What follows belongs to an exercise in optimizing a design on an open flow for a short achievable clock period and few clock cycles; a production flow would make more cautious choices. Only simulation tests tie the RTL to the original design; equivalence was not proved. Power and IR drop assume default switching activity.

`flow/config.mk`:
```
export PLATFORM = sky130hd
export DESIGN_NAME = ARM
export DESIGN_NICKNAME = ARM
export VERILOG_FILES = /design/flow/design.v
export SDC_FILE = /design/flow/constraint.sdc
export NUM_CORES = 4
export LEC_CHECK = 0
export CAP_MARGIN = 70
export CORE_MARGIN = 2
export CORE_UTILIZATION = 50
export PLACE_DENSITY = 0.68
export SETUP_SLACK_MARGIN = 0.4
export SLEW_MARGIN = 70
```
`flow/constraint.sdc`:
```
create_clock -name core_clock -period 21.0 [get_ports {clk}]
set_input_delay 4.2000 -clock core_clock [delete_from_list [all_inputs] [get_ports {clk}]]
set_output_delay 4.2000 -clock core_clock [all_outputs]
set_load 0.01 [all_outputs]
```
`flow/design.v`:
```
module ARM (
    input clk,
    input rst,
    output [31:0] imem_addr,
    input [31:0] imem_data,
    output [17:0] SRAM_ADDR,
    output [15:0] SRAM_DQ_O,
    input [15:0] SRAM_DQ_I,
    output SRAM_WE_N
);
  wire adv;   
  reg  [31:0] pc;
  wire [31:0] pc4 = pc + 32'd4;
  wire        br_taken;
  reg  [31:0] e_target;
  always @(posedge clk)
    if (rst) pc <= 32'd0;
    else if (adv) pc <= br_taken ? e_target : pc4;
  assign imem_addr = pc;
  reg [31:0] d_inst, d_pc4;
  reg        d_valid;
  always @(posedge clk)
    if (rst) d_valid <= 1'b0;
    else if (adv) d_valid <= 1'b1;
  always @(posedge clk)
    if (adv) begin
      d_inst <= imem_data;
      d_pc4  <= pc4;
    end
  wire [3:0] d_cond = d_inst[31:28];
  wire [1:0] d_mode = d_inst[27:26];
  wire d_I = d_inst[25];
  wire [3:0] d_opc = d_inst[24:21];
  wire d_Sb = d_inst[20];
  wire [3:0] d_rn = d_inst[19:16];
  wire [3:0] d_rd = d_inst[15:12];
  wire [11:0] d_sh = d_inst[11:0];
  wire d_dp = d_valid & (d_mode == 2'b00);
  wire d_mem = d_valid & (d_mode == 2'b01) & (d_opc == 4'b0100);
  wire d_ldr = d_mem & d_Sb;
  wire d_str = d_mem & ~d_Sb;
  wire d_b = d_valid & (d_mode == 2'b10) & d_I;
  wire o_mov = d_opc == 4'b1101, o_mvn = d_opc == 4'b1111, o_add = d_opc == 4'b0100,
       o_adc = d_opc == 4'b0101, o_sub = d_opc == 4'b0010, o_sbc = d_opc == 4'b0110,
       o_and = d_opc == 4'b0000, o_orr = d_opc == 4'b1100, o_eor = d_opc == 4'b0001,
       o_cmp = d_opc == 4'b1010;
  wire d_wb = (d_dp & (o_mov | o_mvn | o_add | o_adc | o_sub | o_sbc | o_and | o_orr | o_eor)) | d_ldr;
  wire d_S = d_dp & d_Sb;
  wire a_mov = d_dp & o_mov;
  wire a_mvn = d_dp & o_mvn;
  wire a_add = (d_dp & o_add) | d_mem;
  wire a_adc = d_dp & o_adc;
  wire a_sub = d_dp & (o_sub | o_cmp);
  wire a_sbc = d_dp & o_sbc;
  wire a_orr = d_dp & o_orr;
  wire a_eor = d_dp & o_eor;
  wire a_and = d_dp & ~(o_mov | o_mvn | o_add | o_adc | o_sub | o_cmp | o_sbc | o_orr | o_eor);
  wire [3:0] d_src1 = d_rn;
  wire [3:0] d_src2 = d_str ? d_rd : d_sh[3:0];
  wire d_use1 = d_mem | (d_dp & ~(o_mov | o_mvn));
  wire d_use2 = d_str | (d_dp & ~d_I);
  wire [3:0] rotate_imm = d_sh[11:8];
  wire [7:0] immed_8 = d_sh[7:0];
  reg [31:0] shift_buffer, rot_imm;
  always @* begin
    shift_buffer = {24'd0, immed_8};
    rot_imm = shift_buffer >> (rotate_imm << 1) | shift_buffer << (32 - (rotate_imm << 1));
  end
  wire d_selimm = d_mem | d_I;
  wire [31:0] d_imm = d_mem ? {20'b0, d_sh} : rot_imm;
  wire [4:0] shift_imm = d_sh[11:7];
  wire [1:0] shift = d_sh[6:5];
  wire d_len = (shift == 2'b00) | (shift == 2'b11);
  wire [4:0] d_lamt = shift_imm;
  wire d_ren = (shift == 2'b01) | (shift == 2'b10) | ((shift == 2'b11) & (shift_imm <= 5'd5));
  wire [4:0] d_ramt = (shift == 2'b11) ? (5'd5 - shift_imm) : shift_imm;
  wire [31:0] d_target = d_pc4 + {{6{d_inst[23]}}, d_inst[23:0], 2'b00};
  reg [31:0] rf[0:15];
  reg w2_wb_en, w2_pend, w2_tag;
  reg [3:0] w2_dest;
  reg [31:0] w2_res;
  reg ld_now, ld_now_tag;
  reg [15:0] ld_lo;
  wire w2_arrive = w2_pend & ld_now & (w2_tag == ld_now_tag);
  wire [31:0] w2_val = w2_pend ? {SRAM_DQ_I, ld_lo} : w2_res;
  reg [15:0] rf_wr;
  always @(posedge clk)
    if (rst) rf_wr <= 16'd0;
    else if (adv & w2_wb_en) rf_wr[w2_dest] <= 1'b1;
  always @(posedge clk)
    if (adv & w2_wb_en) rf[w2_dest] <= w2_val;
  wire [31:0] rf1 = rf_wr[d_src1] ? rf[d_src1] : {28'd0, d_src1};
  wire [31:0] rf2 = rf_wr[d_src2] ? rf[d_src2] : {28'd0, d_src2};
  wire [31:0] d_val1 = (w2_wb_en && w2_dest == d_src1) ? w2_val : rf1;
  wire d_byp2 = w2_wb_en && w2_dest == d_src2;
  wire [31:0] d_val2 = d_byp2 ? w2_val : rf2;
  wire [31:0] d_val2r = d_byp2 ? w2_res : rf2;   
  reg [3:0] e_cond, e_dest;
  reg e_wb, e_S, e_ldr, e_str, e_isb, e_use1, e_use2;
  reg e_mov, e_mvn, e_add, e_adc, e_sub, e_sbc, e_and, e_orr, e_eor;
  reg [31:0] e_val1, e_val2;
  reg e_len, e_ren;
  reg [31:0] e_b, e_bb;
  reg e_bok;
  reg [4:0] e_lamt, e_ramt;
  reg [3:0] e_s1, e_s2;
  reg m_wb_en, m_pend, m_tag;
  reg [3:0] m_dest;
  reg [31:0] m_res;
  reg w_wb_en, w_pend, w_tag;
  reg [3:0] w_dest;
  reg [31:0] w_res;
  wire e_wb_now;   
  wire n1_w = (d_src1 == m_dest) & m_wb_en;
  wire n1_m = ~n1_w & (d_src1 == e_dest) & e_wb_now;
  wire n1_2 = ~n1_w & ~n1_m & (d_src1 == w_dest) & w_wb_en;
  wire n2_w = (d_src2 == m_dest) & m_wb_en;
  wire n2_m = ~n2_w & (d_src2 == e_dest) & e_wb_now;
  wire n2_2 = ~n2_w & ~n2_m & (d_src2 == w_dest) & w_wb_en;
  wire [31:0] pre_src = n2_w ? m_res : n2_2 ? w_res : d_val2r;
  wire pre_ok = ~n2_m & ~(n2_w & m_pend) & ~(n2_2 & w_pend) & ~(~n2_w & ~n2_2 & d_byp2 & w2_pend);
  wire [31:0] pre_sh = (d_len ? (pre_src << d_lamt) : 32'd0) | (d_ren ? (pre_src >> d_ramt) : 32'd0);
  wire [31:0] d_bval = d_selimm ? d_imm : pre_sh;
  wire d_inv = a_sub | a_sbc;
  always @(posedge clk)
    if (rst) begin
      {e_wb, e_S, e_ldr, e_str, e_isb, e_use1, e_use2} <= 7'b0;
    end else if (adv) begin
      e_wb <= d_wb;
      e_S <= d_S;
      e_ldr <= d_ldr;
      e_str <= d_str;
      e_isb <= d_b;
      e_use1 <= d_use1;
      e_use2 <= d_use2;
    end
  always @(posedge clk)
    if (adv) begin
      e_cond <= d_cond;
      e_dest <= d_rd;
      {e_mov, e_mvn, e_add, e_adc, e_sub, e_sbc, e_and, e_orr, e_eor} <=
          {a_mov, a_mvn, a_add, a_adc, a_sub, a_sbc, a_and, a_orr, a_eor};
      e_val1 <= d_val1;
      e_val2 <= d_val2;
      e_len <= d_len;
      e_ren <= d_ren;
      e_lamt <= d_lamt;
      e_ramt <= d_ramt;
      e_target <= d_target;
      e_s1 <= {~(n1_w | n1_m | n1_2), n1_2, n1_m, n1_w};
      e_s2 <= {~(n2_w | n2_m | n2_2), n2_2, n2_m, n2_w};
    end
  reg [3:0] flags;   
  wire fN = flags[3], fZ = flags[2], fC = flags[1], fV = flags[0];
  reg pass;
  always @* begin
    case (e_cond)
      4'd0: pass = fZ;
      4'd1: pass = ~fZ;
      4'd2: pass = fC;
      4'd3: pass = ~fC;
      4'd4: pass = fN;
      4'd5: pass = ~fN;
      4'd6: pass = fV;
      4'd7: pass = ~fV;
      4'd8: pass = fC & ~fZ;
      4'd9: pass = ~fC & fZ;
      4'd10: pass = fN == fV;
      4'd11: pass = fN != fV;
      4'd12: pass = ~fZ & (fN == fV);
      4'd13: pass = fZ | (fN != fV);
      default: pass = 1'b1;
    endcase
  end
  wire s1_w = e_s1[0], s1_m = e_s1[1], s1_2 = e_s1[2], s1_i = e_s1[3];
  wire s2_w = e_s2[0], s2_m = e_s2[1], s2_2 = e_s2[2], s2_i = e_s2[3];
  wire [31:0] op1 = ({32{s1_w}} & w_res) | ({32{s1_m}} & m_res) | ({32{s1_2}} & w2_res) | ({32{s1_i}} & e_val1);
  wire [31:0] op2 = ({32{s2_w}} & w_res) | ({32{s2_m}} & m_res) | ({32{s2_2}} & w2_res) | ({32{s2_i}} & e_val2);
  wire pend1 = (s1_w & w_pend) | (s1_m & m_pend) | (s1_2 & w2_pend);
  wire pend2 = (s2_w & w_pend) | (s2_m & m_pend) | (s2_2 & w2_pend);
  wire inv = e_sub | e_sbc;
  wire [31:0] ex_sh = (e_len ? (op2 << e_lamt) : 32'd0) | (e_ren ? (op2 >> e_ramt) : 32'd0);
  wire [31:0] a = op1;
  wire [31:0] b = e_b;
  wire [31:0] bb = e_bb;
  wire cin = (e_adc & fC) | e_sub | (e_sbc & ~fC);
  wire [33:0] sumc = {1'b0, a, 1'b1} + {1'b0, bb, cin};
  wire [32:0] sum = sumc[33:1];
  wire arith = e_add | e_adc | e_sub | e_sbc;
  wire [31:0] lres = ({32{e_mov}} & b) | ({32{e_mvn}} & ~b) |
                     ({32{e_and}} & (a & b)) | ({32{e_orr}} & (a | b)) | ({32{e_eor}} & (a ^ b));
  wire [31:0] res = ({32{arith}} & sum[31:0]) | lres;
  wire [31:0] zk = {a[30:0] | bb[30:0], cin};
  wire zsum = ((a ^ bb) ^ zk) == 32'd0;
  wire rN = res[31];
  wire rZ = arith ? zsum : (lres == 32'd0);
  wire a_pos = ~a[31] & (a != 32'd0);
  wire b_pos = ~b[31] & (b != 32'd0);
  wire r_pos = ~res[31] & ~rZ;
  wire rC = (e_add & (a[31] ^ b[31] ^ sum[32])) | (e_adc & sum[32]);
  wire rV = ((e_add | e_adc) & ((a_pos & b_pos & res[31]) | (a[31] & b[31] & r_pos))) |
            ((e_sub | e_sbc) & ((a_pos & b[31] & res[31]) | (a[31] & b_pos & r_pos)));
  wire e_memop = (e_ldr | e_str) & pass;
  assign e_wb_now = e_wb & pass;
  assign br_taken = e_isb & pass;
  localparam [1:0] S_IDLE = 2'd0, S_STLO = 2'd1, S_LDLO = 2'd2, S_HI = 2'd3;
  reg [1:0] sst;
  reg hi_ld, ld_tag;
  reg [17:0] sa;
  reg swe_n;
  reg [15:0] sdo, st_hi;
  wire port_busy = (sst == S_STLO) | (sst == S_LDLO);
  wire stall = (e_memop & port_busy) | (pass & ((e_use1 & pend1) | (e_str & pend2) | ~e_bok));
  assign adv = ~stall;
  wire issue = adv & e_memop;
  always @(posedge clk) begin
    if ((sst == S_HI) & hi_ld) ld_lo <= SRAM_DQ_I;
    if (rst) begin
      sst <= S_IDLE;
      swe_n <= 1'b1;
      ld_now <= 1'b0;
      ld_now_tag <= 1'b0;
      hi_ld <= 1'b0;
      ld_tag <= 1'b0;
    end else begin
      ld_now <= (sst == S_HI) & hi_ld;
      ld_now_tag <= ld_tag;
      if (issue) begin
        sa <= {sum[18:2], 1'b0};
        swe_n <= ~e_str;
        sdo <= op2[15:0];
        st_hi <= op2[31:16];
        sst <= e_str ? S_STLO : S_LDLO;
        if (e_ldr) ld_tag <= ~ld_tag;
      end else begin
        case (sst)
          S_STLO: begin
            sa[0] <= 1'b1;
            sdo <= st_hi;
            swe_n <= 1'b0;
            sst <= S_HI;
            hi_ld <= 1'b0;
          end
          S_LDLO: begin
            sa[0] <= 1'b1;
            swe_n <= 1'b1;
            sst <= S_HI;
            hi_ld <= 1'b1;
          end
          default: begin
            swe_n <= 1'b1;
            sst <= S_IDLE;
          end
        endcase
      end
    end
  end
  assign SRAM_ADDR = sa;
  assign SRAM_WE_N = swe_n;
  assign SRAM_DQ_O = sdo;
  always @(posedge clk)
    if (adv) begin
      e_b  <= d_bval;
      e_bb <= d_bval ^ {32{d_inv}};
    end else if (~e_bok) begin
      e_b  <= ex_sh;
      e_bb <= ex_sh ^ {32{inv}};
    end
  always @(posedge clk)
    if (rst) e_bok <= 1'b1;
    else if (adv) e_bok <= d_selimm | ~d_use2 | pre_ok;
    else if (~e_bok) e_bok <= ~pend2;
  always @(posedge clk)
    if (rst) flags <= 4'd0;
    else if (adv & e_S & pass) flags <= {rN, rZ, rC, rV};
  wire [31:0] ld_word = {SRAM_DQ_I, ld_lo};
  wire nm_wb_en = adv ? (e_wb & pass) : m_wb_en;
  wire nm_pend = adv ? (e_ldr & pass) : m_pend;
  wire nm_tag = adv ? ~ld_tag : m_tag;
  wire [3:0] nm_dest = adv ? e_dest : m_dest;
  wire [31:0] nm_res = adv ? res : m_res;
  wire nw_wb_en = adv ? m_wb_en : w_wb_en;
  wire nw_pend = adv ? m_pend : w_pend;
  wire nw_tag = adv ? m_tag : w_tag;
  wire [3:0] nw_dest = adv ? m_dest : w_dest;
  wire [31:0] nw_res = adv ? m_res : w_res;
  wire n2_wb_en = adv ? w_wb_en : w2_wb_en;
  wire n2_pend = adv ? w_pend : w2_pend;
  wire n2_tag = adv ? w_tag : w2_tag;
  wire [3:0] n2_dest = adv ? w_dest : w2_dest;
  wire [31:0] n2_res = adv ? w_res : w2_res;
  wire am = ld_now & nm_pend & (nm_tag == ld_now_tag);
  wire aw = ld_now & nw_pend & (nw_tag == ld_now_tag);
  wire a2 = ld_now & n2_pend & (n2_tag == ld_now_tag);
  always @(posedge clk)
    if (rst) begin
      {m_wb_en, m_pend, w_wb_en, w_pend, w2_wb_en, w2_pend} <= 6'd0;
    end else begin
      m_wb_en <= nm_wb_en;
      m_pend <= nm_pend & ~am;
      w_wb_en <= nw_wb_en;
      w_pend <= nw_pend & ~aw;
      w2_wb_en <= n2_wb_en;
      w2_pend <= n2_pend & ~a2;
    end
  always @(posedge clk) begin
    m_tag <= nm_tag;
    m_dest <= nm_dest;
    m_res <= am ? ld_word : nm_res;
    w_tag <= nw_tag;
    w_dest <= nw_dest;
    w_res <= aw ? ld_word : nw_res;
    w2_tag <= n2_tag;
    w2_dest <= n2_dest;
    w2_res <= a2 ? ld_word : n2_res;
  end
endmodule
```
`flow/flow/run.sh`:
```
#!/bin/bash
# The standard layout, with repair_timing asked to leave a large setup
# margin at the design's own clock period and constraints, so that it sizes
# and buffers the critical paths (the period is measured as period - slack).
set -euo pipefail
bash standard.sh SETUP_SLACK_MARGIN=16.5 finish > standard_flow.log 2>&1
```
`flow/standard.sh`:
```
#!/bin/bash
# synth_recipe.tcl (not shown) runs the flow's synth.tcl, then flattens the netlist and writes it again
# the make line also repeats each setting of config.mk as NAME=value (left out here)
make -C /OpenROAD-flow-scripts/flow DESIGN_CONFIG=/design/flow/config.mk WORK_HOME=/design/flow/orfs CLKGATE_MAP_FILE= SYNTH_SCRIPT=/design/flow/synth_recipe.tcl "${@:-finish}"
```
==> results of run 1 <==
-- placed cells by master, fill, tap and decap left out, types with 39 or more instances in the layout --
master	n
a211oi_1	39
a21o_1	44
a21oi_1	361
a21oi_2	49
a22oi_1	118
a22oi_2	48
a31oi_1	63
and3_1	46
buf_12	89
buf_16	51
buf_2	86
buf_4	370
buf_6	155
buf_8	47
clkbuf_16	126
dfxtp_1	42
edfxtp_1	946
ha_1	162
inv_1	178
mux2_2	121
mux2i_1	186
mux4_2	221
nand2_1	562
nand2b_1	60
nand3_1	190
nand4_1	62
nor2_1	397
nor3_1	77
o211ai_1	65
o21ai_0	246
o21ai_1	63
o22ai_1	55
xnor2_1	117
xor2_1	82
-- state kept, by name (all words and copies together), names as in the netlist, 18 cells and up, named ones only --
signal	count
d_pc4	32
w2_res	32
sa	18
pc	32
w_res	32
rf	512
e_b	32
m_res	32
e_val1	32
d_inst	32
e_target	32
e_bb	32
e_val2	32
-- stage by stage --
stage          power, uW  cell area (sq um)  utilization [%]
2_1_floorplan       3010              67200                -
3_3_place_gp        3390              69900             53.1
3_5_place_dp        3490              73800             56.2
4_1_cts             5770              84000             63.9
5_1_grt             6050              86900             66.1
6_report            5950              86900             66.1
-- layout make-up --
cell class / count / area, sq um
Tap cell: 1755 / 2200
Timing Repair inverter: 1 / 11.3
Clock buffer: 138 / 3020
Fill cell: 9481 / 44500
Multi-Input combinational cell: 4526 / 38800
Sequential cell: 1026 / 30100
Inverter: 227 / 957
Antenna cell: 10 / 25.0
Timing Repair Buffer: 900 / 10800
Clock inverter: 76 / 1010
-- kinds of logic after synthesis --
kind of cell	after synthesis	share of synthesized area [%]
AOI/OAI and AO/OA	1753	18.1
xor gates and xnor gates	207	2.74
and+or+nand+nor	1801	12.7
adders and majority gates	171	3.26
buffers and inverters	719	4.46
muxes	592	13.4
DFF	1026	45.4
-- what timing repair did --
action,4_1_cts,5_1_grt
pin swaps,188,147
gates cloned,53,13
buffers inserted,248,123
setup endpoints to repair,333,295
resized for setup,848,231
-- layer usage --
layer  global-route usage (%)  vias to the layer above  wire [um]
li1                         -                    25300          -
met1                     53.9                    30800     106000
met2                     64.5                     6002     131000
met3                     14.4                     1845      45500
met4                     35.4                       14      34400
met5                        0                        -        424
-- worst max-delay path by stage --
stage	to	start
final	SRAM_ADDR[0]	sa[0]
after global placement	e_b[31]	d_inst[23]
after global routing	e_bb[19]	d_inst[20]
after detailed placement	e_b[23]	d_inst[24]
after floorplan	sa[10]	rst
after CTS	SRAM_ADDR[0]	sa[0]
-- power groups by stage --
stage / Clock (uW) / Combinational [uW] / Sequential [uW]
4_1_cts: 2170 / 1230 / 2370
6_report: 2190 / 1390 / 2370
3_3_place_gp: 0 / 973 / 2420
2_1_floorplan: 0 / 636 / 2370
5_1_grt: 2260 / 1420 / 2370
3_5_place_dp: 0 / 1080 / 2410
==> results.toml, run 1 <==
[route]
routed_wire_length_per_instance_um = 36.7
ant_nets = 0
vias = 63900
drtPass1Iterations = 20
totalWireLength_mm = 318
remaining_drc_errors = 0
vias_per_cell = 7.38
drtIter0Drc = 11500

[critical_path]
cp_slowest_cell = "edfxtp_1"
r2r_end = "e_bb[23]"
path_buf_inv = 1
worstPathArrival_ps = 1410
r2r_start = "d_inst[20]"
start_kind = "flop"
cp_max_fo = 1
crit_path_end_kind = "primary output"
rrSetupSlack_ps = 15410
crit_chain = "buf_2"
worst_r2r_path_depth = 24
cp_top_family = "flip-flops"
cp.depth = 1
critPathMaxStageDelay_ps = 460
worst_ep_required_time_ps = 16800
path_class = "flop to primary output"

[die]
io_pins = 117
initial_core_util_pct = 50.3
dieWidth_um = 368
core_sq_um = 131000
dieArea_sq_um = 135000
num_rows = 133
die_h_um = 368

[logic_synthesis]
synth_nets = 6490
synth-warning-count = 1
avgSynthCellArea_sq_um = 10.6
syn_area_sq_um = 66200
synthFlopType = "edfxtp_1"
synth_common_cells = "edfxtp_1 (946), nand2_1 (604), nor2_1 (447)"
synth_edf_count = 946
ys_seq_area_share_pct = 45.4
async_flop_share_pct = 0
synth_cell_types = 114
synth_largest_area_cell = "edfxtp_1"
post-synth-top-count-cell = "edfxtp_1"
ys_seq_elements = 1026
syn_inst = 6269
yosysTopAreaCellShare_pct = 42.9
synth_area_leaders = "edfxtp_1 (43%), mux4_2 (7.5%), mux2i_1 (3.6%)"

[cts]
cts_sinks = 1026
htreeDepth = 3
cts.clk_slew.worst_paths_ps = 60
cts_tree = "done"
cts-root-buf = "clkbuf_16"
hold_buffers = 0
insertion_delay_ps = 830
clk_path_buf_depth = 3
numCtsBuffers = 113

[global_route]
grt_pass1_vias = 59400
grt_max_degree = 102
grt_pass1_wl_mm = 433
gr-total-overflow = 0
antenna_found_initial = 12
grt_use_total_pct = 44.3

[timing]
finalHoldViolations = 0
finalClockSkew_ps = 91.3
setup_viol = 0
finalCritPeriodShare_pct = 26.7
drv_slew = 0
max_freq_mhz = 178
timing.final.ws_setup_ps = 15390
min_period_ps = 5610
rsz0062_at_grt = "yes"
relSlewSlack_pct = 62.8
worst_slew_pin_slew_ps = 555
timing.hold.ws_ps = 423
fin_tns_setup_ps = 0

[hold_path]
holdCritPathClass = "flop to flop"
min_path_cells = 0
worstHoldStart = "d_pc4[0]"
min_to = "e_target[0]"

[finish]
area_delta_synth_final_pct = 31.4
drive_gt1_share_pct = 32.3
nets = 7016
layout.cells.non_filler = 8659

[power_and_ir_drop]
p_per_area_nw_per_um2 = 68.4
leakage_uw = 0.0324
p_sw_uw = 1850
netSwitchingFraction_pct = 31.1
power.share.sequential_pct = 39.8
clkPwrFrac_pct = 36.8
p_int_uw = 4100
irDropWorstVdd_mv = 0.0839
pwr-share-comb_pct = 23.4

[placed_design]
hpwlAfterDp_mm = 198
place_inst = 7976
pre_cts_slack_ps = 14670
gp_congestion = 1.09
portBuffers = 116

[run_status]
status = "no timing/DRC/antenna violations"

[run]
maxCapViolCount = 0
Testbench counts, summed over its fixed seeds: cycles 43,485.
==> run 2, diff against run 1 <==
--- a/flow/design.v
+++ b/flow/design.v
@@ -22,10 +22,13 @@
   always @(posedge clk)
     if (rst) d_valid <= 1'b0;
     else if (adv) d_valid <= 1'b1;
+  wire f_str = (imem_data[27:26] == 2'b01) & (imem_data[24:21] == 4'b0100) & ~imem_data[20];
+  reg [3:0] d_src2;
   always @(posedge clk)
     if (adv) begin
       d_inst <= imem_data;
       d_pc4  <= pc4;
+      d_src2 <= f_str ? imem_data[15:12] : imem_data[3:0];
     end
   wire [3:0] d_cond = d_inst[31:28];
   wire [1:0] d_mode = d_inst[27:26];
@@ -56,7 +59,6 @@
   wire a_eor = d_dp & o_eor;
   wire a_and = d_dp & ~(o_mov | o_mvn | o_add | o_adc | o_sub | o_cmp | o_sbc | o_orr | o_eor);
   wire [3:0] d_src1 = d_rn;
-  wire [3:0] d_src2 = d_str ? d_rd : d_sh[3:0];
   wire d_use1 = d_mem | (d_dp & ~(o_mov | o_mvn));
   wire d_use2 = d_str | (d_dp & ~d_I);
   wire [3:0] rotate_imm = d_sh[11:8];
==> flow/flow/run.sh (replaced) <==
#!/bin/bash
# The standard layout, with repair_timing asked to leave a large setup
# margin at the design's own clock period and constraints, so that it sizes
# and buffers the critical paths (the period is measured as period - slack).
set -euo pipefail
bash standard.sh SETUP_SLACK_MARGIN=15.8 finish > standard_flow.log 2>&1
--- a/flow/config.mk
+++ b/flow/config.mk
@@ -8,6 +8,6 @@
 export CAP_MARGIN = 70
 export CORE_MARGIN = 2
 export CORE_UTILIZATION = 50
-export PLACE_DENSITY = 0.68
+export PLACE_DENSITY = 0.72
 export SETUP_SLACK_MARGIN = 0.4
 export SLEW_MARGIN = 70
==> run 2 against run 1 <==
Clock-buffer cell count decreased by 14. Combinational power fell by 37%. Cell area decreased by 14%. Via count fell by 19%. Die area shrank 5.0%. Cell count decreased by 14%. Area after synthesis fell by 5.0%. First-iteration DRC count shrank 30%. Sequential power is essentially flat. Non-clock buffer count is 416 lower. Synthesized cell count down 13%. Clock skew is 21 ps lower. Critical path type unchanged. Largest cell class unchanged. Largest power group unchanged.
==> results.toml, run 2 <==
[run_status]
status = "no timing/DRC/antenna violations"

[cts]
cts.clk_slew.worst_paths_ps = 60
cts-root-buf = "clkbuf_16"
insertion_delay_ps = 780
numCtsBuffers = 109
cts_sinks = 1034
hold_buffers = 0
htreeDepth = 3
clk_path_buf_depth = 3
cts_tree = "done"

[logic_synthesis]
syn_inst = 5456
synthFlopType = "edfxtp_1"
synth_largest_area_cell = "edfxtp_1"
yosys.area_share.simple_pct = 10.1
yosysTopAreaCellShare_pct = 45.4
syn_area_sq_um = 62800
synth_top_family_by_area = "multiplexers"
synth_nets = 5677
synth_xor_area_share_pct = 2.90
synth_common_cells = "edfxtp_1 (950), nand2_1 (548), nor2_1 (401)"
ys_seq_elements = 1034
synth-warning-count = 1
async_flop_share_pct = 0
synth_cell_types = 95
synth_compound_area_share_pct = 14.7
ys_seq_area_share_pct = 48.1
synth_area_leaders = "edfxtp_1 (45%), mux4_2 (12%), ha_1 (3.4%)"
synth-adder-area-share_pct = 3.43
avgSynthCellArea_sq_um = 11.5
synth.area.mux_share_pct = 17.0
post-synth-top-count-cell = "edfxtp_1"
synth_edf_count = 950

[finish]
layout.cells.non_filler = 7416
largest_reg_flops = 512
largest_register = "rf"
nets = 5888
area_delta_synth_final_pct = 18.7
drive_gt1_share_pct = 26.8
stdcell_area_sq_um = 74600
most-common-layout-cells = "edfxtp_1 (950), nand2_1 (512), nor2_1 (357), mux4_2 (333), a21oi_1 (293)"
final_common_cell = "edfxtp_1"

[route]
remaining_drc_errors = 0
vias = 52000
drtPass1Iterations = 9
drtIter0Drc = 8103
routed_wire_length_per_instance_um = 34.9
ant_nets = 0
vias_per_cell = 7.02
totalWireLength_mm = 259

[hold_path]
holdCritPathClass = "flop to flop"

[global_route]
grt_pass1_vias = 49700
antenna_found_initial = 11
grtUsageMet2_pct = 60.0
grt_use_met3_pct = 9.25
grt_max_degree = 80
gr-total-overflow = 0
grt.busiest_layer = "met2"
grt_util_met1_pct = 50.6
grt_use_total_pct = 39.6
grt_pass1_wl_mm = 364

[power_and_ir_drop]
p_per_area_nw_per_um2 = 71.5
p_total_uw = 5340
leakage_uw = 0.0275
irDropWorstVdd_mv = 0.0864

[critical_path]
path_buf_inv = 1
worstPathArrival_ps = 1310
cp_max_fo = 1
critPathMaxStageDelay_ps = 420
cp_top_family = "flip-flops"
cp_slowest_cell = "edfxtp_1"
worst_ep_required_time_ps = 16800
start_kind = "flop"
crit_path_end_kind = "primary output"
crit_chain = "buf_2"
path_class = "flop to primary output"

[placed_design]
place_inst = 7104
hpwlAfterDp_mm = 182
portBuffers = 116
pre_cts_slack_ps = 14900
gp_congestion = 1.10
placedInstanceArea_sq_um = 69100

[timing]
max_freq_mhz = 182
relSlewSlack_pct = 64.5
finalHoldViolations = 0
rsz0062_at_grt = "yes"
drv_slew = 0
setup_viol = 0
fin_tns_setup_ps = 0
finalClockSkew_ps = 70.0
min_period_ps = 5510
worst_slew_pin_slew_ps = 533
finalCritPeriodShare_pct = 26.2
timing.final.ws_setup_ps = 15490

[die]
die_h_um = 358
num_rows = 130
initial_core_util_pct = 50.2
dieWidth_um = 358
dieArea_sq_um = 129000
io_pins = 117
core_sq_um = 125000

[run]
maxCapViolCount = 0
run 2: logic make-up (layout without fill, tap and decap cells):
| kind of cell | Yosys count | in the layout |
|---|---|---|
| and+or+nand+nor | 1424 | 1424 |
| AOI/OAI and AO/OA | 1385 | 1385 |
| DFF | 1034 | 1034 |
| muxes | 634 | 634 |
| buffers and inverters | 600 | 907 |
| xor gates and xnor gates | 208 | 208 |
| adders and majority gates | 171 | 171 |
| other | 0 | 3 |
run 2: timing repair:
item,in CTS,in global routing
cloned,1,3
setup endpoints to repair,123,122
endpoints found under the hold margin,0,0
gates resized for setup,404,50
setup buffers,46,38
pin swaps,9,20
run 2: path summary, 6_finish.rpt:
check                               from           end  slack (ps)  depth (start not counted)
worst max-delay path               sa[5]  SRAM_ADDR[5]       15490                          1
worst min-delay path            d_pc4[1]   e_target[1]         420                          0
worst max register to register   e_s1[0]      flags[1]       15890                         20
worst min register to register  d_pc4[1]   e_target[1]         420                          0
run 2: layout make-up:
class | count | area, sq um
clock inverter | 83 | 1030
fill | 9598 | 50500
multi-input combinational | 3822 | 32700
clock buffer | 124 | 2840
inverter | 216 | 846
antenna | 3 | 7.51
tap | 1650 | 2060
sequential | 1034 | 30300
timing repair buffer | 484 | 4800
run 2: stage by stage:
step	hold WS (ps)	util, %
3_3_place_gp	404	52.6
5_1_grt	434	59.6
3_5_place_dp	406	55.2
6_report	424	59.6
4_1_cts	428	58.7
2_1_floorplan	400	-
run 2: metal layers:
layer	routed length, um	up-vias
met4	21400	8
met3	29100	890
li1	-	21500
met5	59	-
met1	93100	25700
met2	115000	3920
run 2: power by group:
group | switching, uW | internal, uW | leakage, uW
Combinational | 555 | 321 | 0.0153
Clock | 896 | 1190 | 0.00185
Sequential | 68.3 | 2300 | 0.0103
Testbench counts of run 2, summed over its fixed seeds: cycles 43,485.
==> run 3, diff against run 2 <==
--- a/flow/design.v
+++ b/flow/design.v
@@ -228,23 +228,18 @@
       ld_now <= (sst == S_HI) & hi_ld;
       ld_now_tag <= ld_tag;
       if (issue) begin
-        sa <= {sum[18:2], 1'b0};
         swe_n <= ~e_str;
-        sdo <= op2[15:0];
         st_hi <= op2[31:16];
         sst <= e_str ? S_STLO : S_LDLO;
         if (e_ldr) ld_tag <= ~ld_tag;
       end else begin
         case (sst)
           S_STLO: begin
-            sa[0] <= 1'b1;
-            sdo <= st_hi;
             swe_n <= 1'b0;
             sst <= S_HI;
             hi_ld <= 1'b0;
           end
           S_LDLO: begin
-            sa[0] <= 1'b1;
             swe_n <= 1'b1;
             sst <= S_HI;
             hi_ld <= 1'b1;
@@ -257,6 +252,10 @@
       end
     end
   end
+  always @(posedge clk) begin
+    sa  <= issue ? {sum[18:2], 1'b0} : {m_res[18:2], 1'b1};
+    sdo <= issue ? op2[15:0] : st_hi;
+  end
   assign SRAM_ADDR = sa;
   assign SRAM_WE_N = swe_n;
   assign SRAM_DQ_O = sdo;
==> run 3 against run 2 <==
Critical endpoint is now SRAM_ADDR[13]. Sequential power about the same. Still clean on timing, DRC and antenna. Fmax increased by 1.7%. Global-route usage decreased by 3.4 points.
==> results.toml, run 3 <==
[cts]
clk_path_buf_depth = 3
cts-root-buf = "clkbuf_16"
numCtsBuffers = 108
hold_buffers = 0
cts_sinks = 1034
htreeDepth = 3
insertion_delay_ps = 800
cts_tree = "done"
cts.clk_slew.worst_paths_ps = 70

[timing]
finalCritPeriodShare_pct = 25.8
rsz0062_at_grt = "yes"
finalHoldViolations = 0
max_freq_mhz = 185
fin_tns_setup_ps = 0
finalClockSkew_ps = 104
min_period_ps = 5410
worst_slew_pin_slew_ps = 514
relSlewSlack_pct = 64.8
drv_slew = 0
setup_viol = 0

[global_route]
gr-total-overflow = 0
grt_pass1_wl_mm = 344
antenna_found_initial = 3
grt_pass1_vias = 49100
grt_max_degree = 65
grt_use_total_pct = 36.2

[hold_path]
holdCritPathClass = "flop to flop"

[power_and_ir_drop]
clkPwrFrac_pct = 38.8
pwr-share-comb_pct = 14.6
p_total_uw = 5040
power.share.sequential_pct = 46.6
netSwitchingFraction_pct = 27.5
p_int_uw = 3660
p_sw_uw = 1380
p_per_area_nw_per_um2 = 68.5
leakage_uw = 0.0272
irDropWorstVdd_mv = 0.0674

[route]
vias_per_cell = 7.07
drtPass1Iterations = 6
routed_wire_length_per_instance_um = 32.7
ant_nets = 0
totalWireLength_mm = 239
remaining_drc_errors = 0
vias = 51700
drtIter0Drc = 8460

[logic_synthesis]
synth-warning-count = 1
syn_inst = 5417
synth_edf_count = 916
avgSynthCellArea_sq_um = 11.6
synth_area_leaders = "edfxtp_1 (44%), mux4_2 (13%), dfxtp_1 (3.7%)"
post-synth-top-count-cell = "edfxtp_1"
ys_seq_area_share_pct = 47.3
synth_nets = 5638
yosysTopAreaCellShare_pct = 43.6
ys_seq_elements = 1034
synth_cell_types = 96
syn_area_sq_um = 63100
async_flop_share_pct = 0
synth_largest_area_cell = "edfxtp_1"
synth_common_cells = "edfxtp_1 (916), nand2_1 (446), nor2_1 (421)"
synthFlopType = "edfxtp_1"

[critical_path]
startpoint = "sa[13]"
crit_chain = "buf_6"
critPathMaxStageDelay_ps = 320
crit_path_end_kind = "primary output"
cp_max_fo = 1
cp.depth = 1
start_kind = "flop"
cp_slowest_cell = "dfxtp_2"
r2r_end = "e_bb[19]"
rrSetupSlack_ps = 15870
crit_path_end = "SRAM_ADDR[13]"
worst_ep_required_time_ps = 16800
cp_top_family = "flip-flops"
r2r_start = "d_src2[0]"
worstPathArrival_ps = 1210
path_class = "flop to primary output"
worst_r2r_path_depth = 16
path_buf_inv = 1

[finish]
fill_cells = 9793
area_delta_synth_final_pct = 16.6
nets = 5784
largest_reg_flops = 512
drive_gt1_share_pct = 26.0
largest_register = "rf"
final_common_cell = "edfxtp_1"
most-common-layout-cells = "edfxtp_1 (916), nand2_1 (420), nor2_1 (380), mux4_2 (358), a21oi_1 (262)"

[run_status]
status = "no timing/DRC/antenna violations"

[placed_design]
portBuffers = 116
gp_congestion = 1.14
hpwlAfterDp_mm = 169

[die]
core_sq_um = 125000
initial_core_util_pct = 50.3
num_rows = 130
io_pins = 117
dieWidth_um = 359
die_h_um = 359
dieArea_sq_um = 129000

[run]
maxCapViolCount = 0
-- run 3: power by group through the flow --
stage / Clock (uW) / Sequential [uW] / Combinational [uW]
floorplan: 0 / 2360 / 433
global placement: 0 / 2400 / 616
detailed placement: 0 / 2390 / 688
CTS: 1970 / 2350 / 700
global route: 2040 / 2350 / 772
finish: 1950 / 2350 / 737
-- run 3: cell type report --
type,instances,area (sq um),share of cell area [%]
tap,1650,2060,2.81
antenna,5,12.5,0.0170
multi-input combinational,3770,32800,44.5
inverter,212,826,1.12
clock buffer,140,2940,4.00
timing repair buffer,437,4290,5.83
clock inverter,60,652,0.886
sequential,1034,30000,40.8
-- run 3: routing by layer --
metal	share of wire [%]	GRT usage [%]
met5	0	0
met4	7.9	23.8
met3	12	8.51
met2	45	55.0
met1	36	46.4
-- run 3: metrics by stage --
| stage | cells | hold WS, ps | instance area [sq um] | setup WS, ps | utilization (%) |
|---|---|---|---|---|---|
| 3_3_place_gp | 6898 | 402 | 65700 | 14550 | 52.4 |
| 2_1_floorplan | 5417 | 400 | 63100 | 15770 | - |
| 5_1_grt | 7305 | 439 | 73600 | 15570 | 58.7 |
| 3_5_place_dp | 7031 | 414 | 68700 | 14920 | 54.8 |
| 4_1_cts | 7269 | 428 | 72600 | 15560 | 57.9 |
| 6_report | 7308 | 424 | 73600 | 15590 | 58.7 |
-- run 3: kinds of logic (layout without fill, tap and decap cells) --
family	after synthesis	count (layout)	synth area share, %
flip-flops	1034	1034	47.3
adder cells (fa/ha/maj)	171	171	3.42
XOR/XNOR	193	193	2.68
other	0	5	0
AO/OA/AOI/OAI	1334	1334	14.2
multiplexers	690	690	18.5
buffers and inverters	614	849	3.97
AND/OR/NAND/NOR	1381	1382	9.90
-- run 3: worst min path at each step --
stage	startpoint	endpoint	slack (ps)	cells after the start
after floorplan	d_inst[28]	e_cond[0]	400	0
after CTS	d_pc4[1]	e_target[1]	430	0
after global placement	d_pc4[0]	e_target[0]	400	0
after global routing	d_pc4[1]	e_target[1]	440	0
after detailed placement	d_inst[29]	e_cond[1]	410	0
final	d_pc4[1]	e_target[1]	420	0
-- run 3: what timing repair did --
action                                  in CTS  in global routing
buffers inserted                            38                  9
endpoints found under the setup margin      79                 84
pin swaps                                    2                 13
resized for setup                          397                 46
gates cloned                                 0                  1
Testbench counts of run 3, summed over its fixed seeds: cycles 43,485.
==> run 4, diff against run 3 <==
--- a/flow/config.mk
+++ b/flow/config.mk
@@ -7,7 +7,7 @@
 export LEC_CHECK = 0
 export CAP_MARGIN = 70
 export CORE_MARGIN = 2
-export CORE_UTILIZATION = 50
-export PLACE_DENSITY = 0.72
+export CORE_UTILIZATION = 45
+export PLACE_DENSITY = 0.85
 export SETUP_SLACK_MARGIN = 0.4
 export SLEW_MARGIN = 70
==> run 4 against run 3 <==
Register-to-register slack gained 20 ps. Worst setup slack lost 2.6 ps. Synthesized cell count is the same. Critical endpoint is now imem_addr[6]. Hold slack is essentially flat. Area after synthesis is the same. Die area grew 11%. Cell area grew 1.2%. Fmax is essentially flat. Sequential power is essentially flat. Highest routed layer unchanged. Routed wire length grew 8.8%. Non-clock buffer count grew 11. Utilization shrank 5.2 points.
==> results.toml, run 4 <==
[run_status]
status = "no timing/DRC/antenna violations"

[critical_path]
worst_r2r_path_depth = 16
crit_chain = "buf_6"
startpoint = "pc[6]"
r2r_start = "d_src2[0]"
start_kind = "flop"
cp_top_family = "flip-flops"
rrSetupSlack_ps = 15890
cp_slowest_cell = "dfxtp_4"
r2r_end = "e_b[1]"
critPathMaxStageDelay_ps = 380
cp.depth = 1
cp_max_fo = 6
path_buf_inv = 1
path_class = "flop to primary output"
crit_path_end = "imem_addr[6]"
crit_path_end_kind = "primary output"
worst_ep_required_time_ps = 16800
worstPathArrival_ps = 1220

[timing]
worst_slew_pin_slew_ps = 496
rsz0062_at_grt = "yes"
fin_tns_setup_ps = 0
min_period_ps = 5420
finalClockSkew_ps = 105
finalHoldViolations = 0
finalCritPeriodShare_pct = 25.8
relSlewSlack_pct = 66.0
setup_viol = 0
drv_slew = 0
max_freq_mhz = 185

[cts]
clk_path_buf_depth = 3
numCtsBuffers = 106
cts.clk_slew.worst_paths_ps = 60
cts-root-buf = "clkbuf_16"
htreeDepth = 3
insertion_delay_ps = 810
hold_buffers = 0
cts_sinks = 1034
cts_tree = "done"

[hold_path]
worstHoldStart = "d_pc4[1]"
holdCritPathClass = "flop to flop"
min_path_cells = 0

[placed_design]
placedInstanceArea_sq_um = 69400
gp_congestion = 1.07
portBuffers = 116
hpwlAfterDp_mm = 178

[finish]
largest_register = "rf"
multi_input_area_sq_um = 32900
stdcell_area_sq_um = 74500
area_delta_synth_final_pct = 18.0
most-common-layout-cells = "edfxtp_1 (916), nand2_1 (420), nor2_1 (385), mux4_2 (358), a21oi_1 (267)"
final_common_cell = "edfxtp_1"
largest_reg_flops = 512
seq_area_sq_um = 30000
fill_cells = 11100
fin_util_pct = 53.4
nets = 5792
drive_gt1_share_pct = 26.6

[route]
met3_length_mm = 34.5
drt-met1-wl_mm = 88.6
highest_layer = "met4"
dr_wl_met2_mm = 116
ant_nets = 0
vias_per_cell = 7.07
drtIter0Drc = 9735
routed_wire_length_per_instance_um = 34.5
remaining_drc_errors = 0
vias = 53300
drtPass1Iterations = 9
totalWireLength_mm = 260

[logic_synthesis]
synth_area_leaders = "edfxtp_1 (44%), mux4_2 (13%), dfxtp_1 (3.7%)"
ys_seq_elements = 1034
syn_inst = 5417
synth-warning-count = 1
syn_area_sq_um = 63100
avgSynthCellArea_sq_um = 11.6
synth_edf_count = 916
yosysTopAreaCellShare_pct = 43.6
synth_largest_area_cell = "edfxtp_1"
synthFlopType = "edfxtp_1"
synth_common_cells = "edfxtp_1 (916), nand2_1 (446), nor2_1 (421)"
ys_seq_area_share_pct = 47.3
synth_cell_types = 96
async_flop_share_pct = 0
synth_nets = 5638
post-synth-top-count-cell = "edfxtp_1"

[global_route]
grt_pass1_wl_mm = 368
gr-total-overflow = 0
grt_max_degree = 64
antenna_found_initial = 7
grt_use_total_pct = 35.5
grt_pass1_vias = 50600

[die]
num_rows = 137
die_h_um = 378
core_sq_um = 139000
io_pins = 117
initial_core_util_pct = 45.3
dieWidth_um = 378
dieArea_sq_um = 143000

[power_and_ir_drop]
leakage_uw = 0.0275
irDropWorstVdd_mv = 0.0830
p_per_area_nw_per_um2 = 69.4

[run]
maxCapViolCount = 0
==> run 4: cell counts after synthesis <==
No cell type changed its count.
==> run 4: layout make-up <==
type,count,share of cell area [%]
clock inverters,74,1.34
multi-input cells,3769,44.2
flip-flops and latches,1034,40.3
clock buffers,123,3.66
well taps,1876,3.15
repair buffers,448,6.27
inverters,212,1.10
diodes,4,0.0134
==> run 4: power breakdown <==
| group | internal [uW] | total [uW] | leakage, uW | switching [uW] |
|---|---|---|---|---|
| sequential | 2280 | 2350 | 0.0103 | 71.8 |
| combinational | 287 | 764 | 0.0153 | 477 |
| clock | 1160 | 2050 | 0.00181 | 898 |
| total | 3720 | 5170 | 0.0275 | 1450 |
==> run 4: routing by layer <==
layer | vias to the layer above | GRT usage (%)
met5 | - | 0
met4 | 0 | 23.8
li1 | 21300 | -
met3 | 1075 | 9.65
met1 | 26100 | 44.3
met2 | 4858 | 54.1
==> run 4: repair_timing <==
action / in CTS / in global routing
setup buffers: 33 / 12
resized for setup: 372 / 40
cloned: 2 / 1
pin swaps: 2 / 4
setup endpoints to repair: 104 / 85
==> run 4: metrics by stage <==
stage | cells | setup slack (ps) | total power [uW] | hold WS, ps
6_report | 7540 | 15580 | 5170 | 424
3_3_place_gp | 7129 | 14760 | 3030 | 407
2_1_floorplan | 5417 | 15770 | 2790 | 400
4_1_cts | 7495 | 15570 | 5120 | 425
3_5_place_dp | 7263 | 14890 | 3110 | 406
5_1_grt | 7537 | 15560 | 5270 | 425
==> run 4: how the worst min path moves through the flow <==
| stage | end | slack (ps) |
|---|---|---|
| detailed placement | e_cond[0] | 410 |
| finish | e_target[1] | 420 |
| floorplan | e_cond[0] | 400 |
| CTS | e_target[1] | 430 |
| global route | e_target[1] | 420 |
| global placement | e_target[1] | 410 |
==> run 4: cell families (layout without fill, tap and decap cells) <==
kind of cell	count (synthesis)	in the layout	synth area share, %
AND/OR/NAND/NOR	1381	1381	9.90
AO/OA/AOI/OAI	1334	1334	14.2
flip-flops	1034	1034	47.3
multiplexers	690	690	18.5
buffers and inverters	614	857	3.97
XOR/XNOR	193	193	2.68
adder cells (fa/ha/maj)	171	171	3.42
other	0	4	0
==> run 5, diff against run 4 <==
--- a/flow/config.mk
+++ b/flow/config.mk
@@ -7,7 +7,7 @@
 export LEC_CHECK = 0
 export CAP_MARGIN = 70
 export CORE_MARGIN = 2
-export CORE_UTILIZATION = 45
-export PLACE_DENSITY = 0.85
+export CORE_UTILIZATION = 58
+export PLACE_DENSITY = 0.74
 export SETUP_SLACK_MARGIN = 0.4
 export SLEW_MARGIN = 70
==> run 5 against run 4 <==
Still clean on timing, DRC and antenna. Via count down 0.18%. First-iteration DRC count down 6.7%. Synthesized cell count unchanged. Clock-buffer cell count up 8. Register-to-register slack worse by 60 ps. Sequential cell count unchanged. Global-route usage up 9.9 points. Critical endpoint is now imem_addr[26]. Largest cell class unchanged.
==> results.toml, run 5 <==
[critical_path]
critPathMaxStageDelay_ps = 350
cp_slowest_cell = "dfxtp_4"
worst_ep_required_time_ps = 16800
crit_chain = "buf_6"
start_kind = "flop"
worstPathArrival_ps = 1220
path_buf_inv = 1
path_class = "flop to primary output"
cp_top_family = "flip-flops"
crit_path_end_kind = "primary output"
cp_max_fo = 2

[global_route]
grt_use_total_pct = 45.4
gr-total-overflow = 0
antenna_found_initial = 12
grt_max_degree = 65
grt_pass1_wl_mm = 365
grt_pass1_vias = 49900

[power_and_ir_drop]
irDropWorstVdd_mv = 0.0872
leakage_uw = 0.0274
p_per_area_nw_per_um2 = 70.1

[placed_design]
hpwlAfterDp_mm = 175
pre_cts_slack_ps = 14830
gp_congestion = 1.07
portBuffers = 116

[logic_synthesis]
syn_inst = 5417
synth_cell_types = 96
synth_edf_count = 916
synthFlopType = "edfxtp_1"
synth.area.mux_share_pct = 18.5
synth_xor_area_share_pct = 2.68
ys_seq_area_share_pct = 47.3
synth_area_leaders = "edfxtp_1 (44%), mux4_2 (13%), dfxtp_1 (3.7%)"
yosys.area_share.simple_pct = 9.90
async_flop_share_pct = 0
synth-adder-area-share_pct = 3.42
ys_seq_elements = 1034
synth_top_family_by_area = "multiplexers"
synth_compound_area_share_pct = 14.2
yosysTopAreaCellShare_pct = 43.6
avgSynthCellArea_sq_um = 11.6
synth_largest_area_cell = "edfxtp_1"
post-synth-top-count-cell = "edfxtp_1"
synth_common_cells = "edfxtp_1 (916), nand2_1 (446), nor2_1 (421)"
synth_nets = 5638
synth-warning-count = 1
syn_area_sq_um = 63100

[route]
ant_nets = 0
remaining_drc_errors = 0
highest_layer = "met5"
vias_per_cell = 7.50
vias = 53200
drtPass1Iterations = 6
totalWireLength_mm = 257
drt-met1-wl_mm = 88.9
dr_wl_met2_mm = 113
met3_length_mm = 33.4
drtIter0Drc = 9080
routed_wire_length_per_instance_um = 36.2

[die]
initial_core_util_pct = 58.7
dieWidth_um = 334
dieArea_sq_um = 111000
core_sq_um = 108000
die_h_um = 334
num_rows = 120
io_pins = 117

[timing]
min_period_ps = 5420
drv_slew = 0
rsz0062_at_grt = "yes"
finalClockSkew_ps = 53.8
finalHoldViolations = 0
relSlewSlack_pct = 63.2
fin_tns_setup_ps = 0
timing.final.ws_setup_ps = 15580
max_freq_mhz = 185
worst_slew_pin_slew_ps = 552
finalCritPeriodShare_pct = 25.8
setup_viol = 0

[cts]
cts_sinks = 1034
htreeDepth = 3
numCtsBuffers = 109
clk_path_buf_depth = 3
cts-root-buf = "clkbuf_16"
cts_tree = "done"
cts.clk_slew.worst_paths_ps = 60
insertion_delay_ps = 750

[finish]
nets = 5807
largest_reg_flops = 512
fill_cells = 7450
area_delta_synth_final_pct = 17.2
seq_area_sq_um = 30000
drive_gt1_share_pct = 26.9
most-common-layout-cells = "edfxtp_1 (916), nand2_1 (428), nor2_1 (384), mux4_2 (358), a21oi_1 (261)"
final_common_cell = "edfxtp_1"
multi_input_area_sq_um = 33000
largest_register = "rf"

[run_status]
status = "no timing/DRC/antenna violations"

[run]
maxCapViolCount = 0

[hold_path]
holdCritPathClass = "flop to flop"
## run 5: path summary, 6_finish.rpt
check	depth (start not counted)	slack [ps]	start	to
hold / removal	0	420	d_inst[28]	e_cond[0]
setup reg to reg	17	15830	d_src2[0]	e_bb[10]
setup / recovery	1	15580	pc[26]	imem_addr[26]
hold reg to reg	0	420	d_inst[28]	e_cond[0]
## run 5: through the flow
step	instance area (sq um)	std cells	total power, uW	hold WS, ps	utilization [%]
2_1_floorplan	63100	5417	2790	400	-
3_3_place_gp	65500	6657	3040	401	60.9
3_5_place_dp	68600	6787	3100	405	63.9
4_1_cts	72900	7031	5130	421	67.8
5_1_grt	73900	7087	5280	425	68.7
6_report	73900	7094	5180	420	68.8
## run 5: logic make-up after synthesis
| family | Yosys count |
|---|---|
| and+or+nand+nor | 1381 |
| AOI/OAI and AO/OA | 1334 |
| DFF | 1034 |
| muxes | 690 |
| buffers and inverters | 614 |
| xor gates and xnor gates | 193 |
| adders and majority gates | 171 |
## run 5: per-layer routing
layer / GRT usage (%) / vias to the layer above
met1: 59.6 / 26000
li1: - / 21400
met3: 10.7 / 1042
met4: 29.0 / 8
met2: 68.3 / 4793
met5: 0 / -
## run 5: layout make-up
class                      instances  area share, %
multi-input combinational       3770           44.6
sequential                      1034           40.6
timing repair buffer             459           6.12
clock buffer                     131           3.96
tap                             1403           2.37
clock inverter                    75           1.17
inverter                         212           1.12
antenna                           10         0.0339
## run 5: power by group
group,internal (uW),total [uW],switching (uW),leakage (uW)
clock network,1180,2070,899,0.00184
logic,282,754,472,0.0152
registers,2280,2350,71.2,0.0103
total,3740,5180,1440,0.0274
## run 5: what timing repair did
item	4_1_cts	5_1_grt
pin swaps	0	9
hold buffers	0	0
setup endpoints to repair	135	98
cloned	1	2
resized for setup	408	40
setup buffers	37	16
==> run 6, diff against run 5 <==
==> flow/run.sh (new file) <==
#!/bin/bash
# synth_recipe.tcl (not shown) runs the flow's synth.tcl, then flattens the netlist and writes it again
# the make line also repeats each setting of config.mk as NAME=value (left out here)
make -C /OpenROAD-flow-scripts/flow DESIGN_CONFIG=/design/flow/config.mk WORK_HOME=/design/flow/orfs CLKGATE_MAP_FILE= SYNTH_SCRIPT=/design/flow/synth_recipe.tcl finish
--- a/flow/config.mk
+++ b/flow/config.mk
@@ -7,7 +7,7 @@
 export LEC_CHECK = 0
 export CAP_MARGIN = 70
 export CORE_MARGIN = 2
-export CORE_UTILIZATION = 58
-export PLACE_DENSITY = 0.74
+export CORE_UTILIZATION = 50
+export PLACE_DENSITY = 0.72
 export SETUP_SLACK_MARGIN = 0.4
 export SLEW_MARGIN = 70
removed: flow/flow/run.sh
removed: flow/standard.sh
==> run 6 against run 5 <==
Still clean on timing, DRC and antenna. Clock-buffer cell count fell by 4. Hold slack worse by 1.9 ps. Sequential power hardly changed. Die area grew 16%. Critical path depth stayed put. Critical endpoint is now imem_addr[4]. Largest cell class unchanged.
==> results.toml, run 6 <==
[cts]
insertion_delay_ps = 790
postCtsSetupRepairBufs = 0
cts_tree = "done"
hold_buffers = 0
htreeDepth = 3
ctsResizeCount = 0
cts_sinks = 1034
clk_path_buf_depth = 3
cts.clk_slew.worst_paths_ps = 60
numCtsBuffers = 104
cts-root-buf = "clkbuf_16"

[logic_synthesis]
synth_common_cells = "edfxtp_1 (916), nand2_1 (446), nor2_1 (421)"
ys_seq_area_share_pct = 47.3
post-synth-top-count-cell = "edfxtp_1"
synth_xor_area_share_pct = 2.68
yosys.area_share.simple_pct = 9.90
synth_area_leaders = "edfxtp_1 (44%), mux4_2 (13%), dfxtp_1 (3.7%)"
synth-adder-area-share_pct = 3.42
synth_compound_area_share_pct = 14.2
ys_seq_elements = 1034
synthFlopType = "edfxtp_1"
syn_inst = 5417
synth_nets = 5638
yosysTopAreaCellShare_pct = 43.6
syn_area_sq_um = 63100
async_flop_share_pct = 0
synth_cell_types = 96
avgSynthCellArea_sq_um = 11.6
synth.area.mux_share_pct = 18.5
synth-warning-count = 1
synth_edf_count = 916
synth_largest_area_cell = "edfxtp_1"
synth_top_family_by_area = "multiplexers"

[placed_design]
gp_congestion = 1.07
hpwlAfterDp_mm = 169
pre_cts_slack_ps = 14970
portBuffers = 116
placedInstanceArea_sq_um = 68800

[route]
drtIter0Drc = 7845
ant_nets = 0
drt-met1-wl_mm = 85.6
vias_per_cell = 7.04
met3_length_mm = 27.7
totalWireLength_mm = 240
remaining_drc_errors = 0
drtPass1Iterations = 6
routed_wire_length_per_instance_um = 33.1
dr_wl_met2_mm = 109
highest_layer = "met5"
vias = 51100

[global_route]
grt_pass1_wl_mm = 345
antenna_found_initial = 11
grt_max_degree = 98
grt_pass1_vias = 48400
grt_use_total_pct = 36.4
gr-total-overflow = 0

[finish]
final_common_cell = "edfxtp_1"
multi_input_area_sq_um = 32600
largest_reg_flops = 512
stdcell_area_sq_um = 73000
fill_cells = 9841
drive_gt1_share_pct = 22.9
largest_register = "rf"
seq_area_sq_um = 29900
nets = 5729
most-common-layout-cells = "edfxtp_1 (916), nand2_1 (420), nor2_1 (388), mux4_2 (358), a21oi_1 (261)"
area_delta_synth_final_pct = 15.7

[timing]
min_period_ps = 6030
worst_slew_pin_slew_ps = 499
fin_tns_setup_ps = 0
finalHoldViolations = 0
drv_slew = 0
finalClockSkew_ps = 76.7
setup_viol = 0
rsz0062_at_grt = "no"
finalCritPeriodShare_pct = 28.7
timing.final.ws_setup_ps = 14970
max_freq_mhz = 166
relSlewSlack_pct = 66.5

[critical_path]
crit_path_end_kind = "primary output"
start_kind = "flop"
worst_ep_required_time_ps = 16800
worstPathArrival_ps = 1830
cp_top_family = "buffers and inverters"
critPathMaxStageDelay_ps = 610
path_buf_inv = 1
worst_r2r_path_depth = 16
crit_chain = "clkdlybuf4s50_1"
path_class = "flop to primary output"
cp_slowest_cell = "clkdlybuf4s50_1"
r2r_end = "e_bb[30]"
cp_max_fo = 7
rrSetupSlack_ps = 15370

[power_and_ir_drop]
netSwitchingFraction_pct = 27.6
irDropWorstVdd_mv = 0.0710
clkPwrFrac_pct = 39.0
p_sw_uw = 1400
leakage_uw = 0.0267
power.share.sequential_pct = 46.5
pwr-share-comb_pct = 14.5
p_per_area_nw_per_um2 = 69.3
p_int_uw = 3660

[hold_path]
min_path_cells = 0
worstHoldStart = "d_inst[28]"
min_to = "e_cond[0]"
holdCritPathClass = "flop to flop"

[die]
initial_core_util_pct = 50.3
num_rows = 130
die_h_um = 359
dieWidth_um = 359
core_sq_um = 125000
io_pins = 117
dieArea_sq_um = 129000

[run]
maxCapViolCount = 0

[run_status]
status = "no timing/DRC/antenna violations"
[run 6: cell counts after synthesis]
No cell type changed its count.
[run 6: cell families (layout without fill, tap and decap cells)]
group	after synthesis	count (layout)
mux	690	690
compound gates	1334	1334
flops	1034	1034
other cells	0	4
fa+ha+maj	171	171
simple gates	1381	1381
xor+xnor	193	193
buf+inv	614	795
[run 6: worst max path at each step]
stage	start	to	slack, ps	cells past startpoint
2_1_floorplan	e_cond[2]	e_b[20]	12000	12
5_1_grt	pc[11]	imem_addr[11]	14910	1
6_report	pc[4]	imem_addr[4]	14970	1
3_5_place_dp	imem_data[26]	flop	14970	5
3_3_place_gp	d_src2[2]	e_bb[12]	14740	11
4_1_cts	pc[19]	imem_addr[19]	14950	1
[run 6: cell type report]
class | count | area share [%]
Multi-Input combinational cell | 3769 | 44.7
Sequential cell | 1034 | 41.0
Timing Repair Buffer | 387 | 5.45
Clock buffer | 127 | 3.74
Tap cell | 1650 | 2.83
Clock inverter | 69 | 1.17
Inverter | 212 | 1.14
Antenna cell | 4 | 0.0137
[run 6: power by group through the flow]
| stage | clock (uW) | sequential (uW) | combinational [uW] |
|---|---|---|---|
| 6_report | 1970 | 2350 | 735 |
| 5_1_grt | 2060 | 2350 | 769 |
| 4_1_cts | 1980 | 2350 | 700 |
| 3_5_place_dp | 0 | 2390 | 693 |
| 3_3_place_gp | 0 | 2410 | 617 |
| 2_1_floorplan | 0 | 2360 | 433 |
[run 6: worst register-to-register path, stage by stage, from the launching register on]
cell       delay, ps
dfxtp_4          480
buf_16           200
buf_16           180
buf_12           250
buf_16           280
buf_12           300
mux4_2           600
a22oi_1          230
a211oi_1         150
a21o_1           280
a211o_1          510
mux4_2           570
mux2i_1          320
mux2i_2          180
a2111oi_4        470
o21ai_0          160
a31o_2           250
[run 6: metal layers]
layer | vias up | track usage (%)
met5 | - | 0
met4 | 4 | 23.7
met3 | 792 | 9.03
met2 | 3757 | 56.3
met1 | 25300 | 45.7
li1 | 21200 | -
[run 6: through the flow]
step           hold slack [ps]  power, uW  std cells  util, %
6_report                   418       5060       7252     58.2
2_1_floorplan              400       2790       5417        -
3_3_place_gp               403       3020       6891     52.4
4_1_cts                    418       5030       7225     57.7
3_5_place_dp               405       3090       7029     54.8
5_1_grt                    435       5180       7252     58.2

-- separate check: timing with driven ports --
The flow's constraints put no driver on any port. The routed layouts listed below were extracted and timed again, unchanged, in two steps. Step 1 assumes that a clkbuf_16 drives the clock port and a buf_2 every other input. Step 2 moves the port delays by t, midway between the first and last clock arrival at a register: inputs arrive t later, outputs are due t later. That takes back most of the time a late clock gives input paths. Three values: ideal, step 1, step 2; two values: the first two.
run | t (ns) | slack for setup (ns) | hold slack, ns | clock arrival spread, ns
run 1 | 0.864 | 15.393 / 15.308 / 15.410 | 0.423 / 0.423 / 0.423 | 0.096 / 0.096
run 2 | 0.830 | 15.493 / 15.411 / 15.040 | 0.424 / 0.424 / 0.424 | 0.071 / 0.071
run 3 | 0.825 | 15.586 / 15.514 / 15.054 | 0.424 / 0.424 / 0.424 | 0.107 / 0.107
run 4 | 0.831 | 15.583 / 15.509 / 15.085 | 0.424 / 0.424 / 0.424 | 0.105 / 0.105
run 5 | 0.793 | 15.582 / 15.510 / 15.037 | 0.420 / 0.420 / 0.420 | 0.054 / 0.054
run 6 | 0.826 | 14.967 / 14.889 / 14.906 | 0.418 / 0.418 / 0.418 | 0.081 / 0.082
After both steps every run listed still meets setup and hold. For run 5, which loses most, drivers alone change the setup slack by -0.072 ns; drivers and shift together by -0.545 ns.
